This is an optimization exercise on Yosys and OpenROAD, whose aim is small area, not a production implementation.
Where RTL was checked, it was by simulation tests only, not by an equivalence proof against the original.
Power is estimated from default activity; no workload was simulated.

==> flow/design.v <==
`timescale 1ns / 1ps
module PharmacyMem(
    input [4:0] studentID ,
    input clk,
    input [1:0] mode ,  
    input [7:0] checkInTime,
    output reg [4:0] listOutput,
    output reg listBusy ,
    output reg ready,
    input rst  
	);
reg [3:0] last;           
reg [3:0] ptr;            
reg [12:0] slot [1:10];   
wire ins = (mode == 2'd2) && (last != 4'd10);
wire del = (mode == 2'd3) && (last != 4'd0);
function lt8(input [7:0] a, input [7:0] b);
	integer j;
	begin
		lt8 = 1'b0;
		for (j = 0; j < 8; j = j + 1)
			lt8 = (~a[j] & b[j]) | ((~a[j] | b[j]) & lt8);
	end
endfunction
wire [3:0] sel = mode[1] ? last : ptr;
reg  [7:0] rtime;
reg  [4:0] rid;
integer r;
always @* begin
	rtime = 8'd0;
	rid = 5'd0;
	for (r = 1; r <= 10; r = r + 1) begin
		rtime = rtime | ({8{last == r}} & slot[r][7:0]);
		rid = rid | ({5{sel == r}} & slot[r][12:8]);
	end
end
wire [12:0] rdata = {rid, rtime};
wire [12:0] newe = {studentID, checkInTime};
reg [12:0] a [1:10];
reg nza [1:10];
reg sw1, sw2;
reg [12:0] tq;
integer c, q;
always @* begin
	for (q = 1; q <= 10; q = q + 1) begin
		a[q] = (last == q - 1) ? newe : slot[q];
		nza[q] = ins && (last >= q - 1) && (|a[q][12:8]);
	end
	sw1 = nza[10] && lt8(a[10][7:0], a[5][7:0]);
	tq = a[5];
	if (sw1) begin a[5] = a[10]; a[10] = tq; nza[5] = 1'b1; end
	for (c = 4; c >= 1; c = c - 1) begin
		sw1 = nza[2*c+1] && lt8(a[2*c+1][7:0], a[c][7:0]);
		sw2 = nza[2*c] && (sw1 ? lt8(a[2*c][7:0], a[2*c+1][7:0])
		                       : lt8(a[2*c][7:0], a[c][7:0]));
		tq = a[c];
		if (sw1) begin a[c] = a[2*c+1]; a[2*c+1] = tq; end
		tq = a[c];
		if (sw2) begin a[c] = a[2*c]; a[2*c] = tq; end
		if (sw1 || sw2) nza[c] = 1'b1;
	end
end
reg [7:0] st [1:10];
reg nzd [1:10];
reg sl [1:4];
reg sr [1:4];
reg [7:0] tp;
integer p, k;
always @* begin
	for (k = 1; k <= 10; k = k + 1) begin
		st[k] = slot[k][7:0];
		nzd[k] = del && (k < last) && (|slot[k][12:8]);
	end
	st[1] = rdata[7:0];
	for (p = 1; p <= 4; p = p + 1) begin
		sl[p] = nzd[2*p] && lt8(st[2*p], st[p]) &&
		        (lt8(st[2*p], st[2*p+1]) || !nzd[2*p+1]);
		sr[p] = nzd[2*p+1] && lt8(st[2*p+1], st[p]) &&
		        lt8(st[2*p+1], st[2*p]);
		tp = st[p];
		if (sl[p]) begin st[p] = st[2*p]; st[2*p] = tp; end
		if (sr[p]) begin st[p] = st[2*p+1]; st[2*p+1] = tp; end
	end
end
reg [12:0] d [1:10];
reg [12:0] tz;
integer m;
always @* begin
	for (m = 1; m <= 10; m = m + 1) d[m] = a[m];
	if (mode == 2'd3) d[1] = rdata;
	for (m = 1; m <= 4; m = m + 1) begin
		tz = d[m];
		if (sl[m]) begin d[m] = d[2*m]; d[2*m] = tz; end
		if (sr[m]) begin d[m] = d[2*m+1]; d[2*m+1] = tz; end
	end
end
integer w;
always @(posedge clk) begin
	for (w = 1; w <= 10; w = w + 1) slot[w] <= d[w];
	if (rst) begin
		last <= 4'd0;
		ptr <= 4'd1;
		listBusy <= 1'b0;
		ready <= 1'b0;
		listOutput <= 5'd0;
	end else if (ins) begin
		last <= last + 4'd1;
		ptr <= 4'd1;
		listBusy <= 1'b0;
	end else if (del) begin
		last <= last - 4'd1;
		ptr <= 4'd1;
		listBusy <= 1'b0;
	end else if (mode == 2'd0) begin
		if (ptr <= last) begin
			listBusy <= 1'b1;
			ready <= 1'b0;
			listOutput <= rdata[12:8];
			ptr <= ptr + 4'd1;
		end else begin
			listBusy <= 1'b0;
			ready <= 1'b1;
			ptr <= 4'd1;
		end
	end
end
endmodule
clock: 11.0 ns
lec_check: 0
abc_area: 1
cap_margin: 20
core_margin: 2
core_utilization: 40
gpl_timing_driven: 0
setup_slack_margin: 0
slew_margin: 20
standard.sh (not shown) runs the stock make flow with config.mk's settings and CLKGATE_MAP_FILE= SYNTH_SCRIPT=/design/flow/synth_recipe.tcl, a recipe that flattens the netlist after the stock synthesis.
==> flow/flow/run.sh <==
#!/bin/bash
# Standard ORFS layout (standard.sh), with one change: Yosys's ABC step maps
# the logic with the area-oriented script in flow/abc_area.script.
set -euo pipefail
work=$(pwd)
rm -rf "$work/scripts_abc"
cp -r "$FLOW_HOME/scripts" "$work/scripts_abc"
cp "$work/flow/abc_area.script" "$work/scripts_abc/abc_area.script"
cp "$work/flow/abc_area.script" "$work/scripts_abc/abc_speed.script"
sed "s#^make -C #make SCRIPTS_DIR=$work/scripts_abc -C #" standard.sh > standard_abc.sh
grep -q "SCRIPTS_DIR=" standard_abc.sh
bash standard_abc.sh > "$work/flow_make.log" 2>&1
==> flow/flow/abc_area.script <==
strash
dch
amap -m
topo
stime -c
buffer -c
upsize -c
dnsize -c
Then changed:
--- a/flow/design.v
+++ b/flow/design.v
@@ -57,33 +57,47 @@
 		if (sw1) begin a[c] = a[2*c+1]; a[2*c+1] = tq; end
 		tq = a[c];
 		if (sw2) begin a[c] = a[2*c]; a[2*c] = tq; end
 		if (sw1 || sw2) nza[c] = 1'b1;
 	end
 end
-reg [7:0] st [1:10];
+wire [7:0] x = rtime;
+reg [7:0] tt [1:10];
 reg nzd [1:10];
+integer k;
+always @* begin
+	for (k = 1; k <= 10; k = k + 1) begin
+		tt[k] = slot[k][7:0];
+		nzd[k] = del && (k < last) && (|slot[k][12:8]);
+	end
+end
+wire c23 = lt8(tt[2], tt[3]), c32 = lt8(tt[3], tt[2]);
+wire c45 = lt8(tt[4], tt[5]), c54 = lt8(tt[5], tt[4]);
+wire c67 = lt8(tt[6], tt[7]), c76 = lt8(tt[7], tt[6]);
+wire c89 = lt8(tt[8], tt[9]), c98 = lt8(tt[9], tt[8]);
+wire s1l = nzd[2] && lt8(tt[2], x) && (c23 || !nzd[3]);
+wire s1r = nzd[3] && lt8(tt[3], x) && c32;
+wire l4p = s1l ? lt8(tt[4], x) : lt8(tt[4], tt[2]);
+wire l5p = s1l ? lt8(tt[5], x) : lt8(tt[5], tt[2]);
+wire s2l = nzd[4] && l4p && (c45 || !nzd[5]);
+wire s2r = nzd[5] && l5p && c54;
+wire l6p = s1r ? lt8(tt[6], x) : lt8(tt[6], tt[3]);
+wire l7p = s1r ? lt8(tt[7], x) : lt8(tt[7], tt[3]);
+wire s3l = nzd[6] && l6p && (c67 || !nzd[7]);
+wire s3r = nzd[7] && l7p && c76;
+wire l8p = s2l ? (s1l ? lt8(tt[8], x) : lt8(tt[8], tt[2])) : lt8(tt[8], tt[4]);
+wire l9p = s2l ? (s1l ? lt8(tt[9], x) : lt8(tt[9], tt[2])) : lt8(tt[9], tt[4]);
+wire s4l = nzd[8] && l8p && (c89 || !nzd[9]);
+wire s4r = nzd[9] && l9p && c98;
 reg sl [1:4];
 reg sr [1:4];
-reg [7:0] tp;
-integer p, k;
 always @* begin
-	for (k = 1; k <= 10; k = k + 1) begin
-		st[k] = slot[k][7:0];
-		nzd[k] = del && (k < last) && (|slot[k][12:8]);
-	end
-	st[1] = rdata[7:0];
-	for (p = 1; p <= 4; p = p + 1) begin
-		sl[p] = nzd[2*p] && lt8(st[2*p], st[p]) &&
-		        (lt8(st[2*p], st[2*p+1]) || !nzd[2*p+1]);
-		sr[p] = nzd[2*p+1] && lt8(st[2*p+1], st[p]) &&
-		        lt8(st[2*p+1], st[2*p]);
-		tp = st[p];
-		if (sl[p]) begin st[p] = st[2*p]; st[2*p] = tp; end
-		if (sr[p]) begin st[p] = st[2*p+1]; st[2*p+1] = tp; end
-	end
+	sl[1] = s1l; sr[1] = s1r;
+	sl[2] = s2l; sr[2] = s2r;
+	sl[3] = s3l; sr[3] = s3r;
+	sl[4] = s4l; sr[4] = s4r;
 end
 reg [12:0] d [1:10];
 reg [12:0] tz;
 integer m;
 always @* begin
 	for (m = 1; m <= 10; m = m + 1) d[m] = a[m];
The new run produced a clean layout.
Core utilization decreases by 0.40 points.
Power is higher by a little under a tenth.
Critical path depth grows by 9.
Setup slack gets better by 0.088 ns.
Register-to-register slack improves by 0.06 ns.
Clock power drops slightly.
Fmax grows slightly.
Synthesized cell count increases by a little under a tenth.
Sequential share of layout area went down by 0.92 points.
Cell area went up by a few percent.
Count of clock-buffer cells in the layout falls by 4.
Function not checked in the second run of this note: the RTL went through the layout flow alone.

-- what the ideal ports hide --
Ports are ideal in the flow. The routed layouts listed here were re-timed in OpenROAD.
Step 1 assumes that a clkbuf_16 drives the clock port and a buf_2 every other input.
Step 2 adds t to the input delays and takes it off the output delays; t is the mean of the earliest and latest rising clock arrival at the registers after step 1. Input paths then give back, and output paths get back, about the clock's delay inside the block.
a / b / c = no drivers / after step 1 / after step 2; a / b = the first two.
run	t, ns	setup slack, ns	worst setup path after step 2	clock arrival spread, ns	worst register clock-pin slew, ns
the first run	0.516	0.303 / 0.299 / -0.218	input to register	0.016 / 0.017	0.07 / 0.07
the second run	0.512	0.391 / 0.420 / -0.092	input to register	0.010 / 0.010	0.07 / 0.07
Met with ideal ports but missed after step 2: setup timing in the first run and the second run. The setup slack of the first run, which loses most, moves by -0.004 ns with the drivers and by -0.521 ns with both steps.
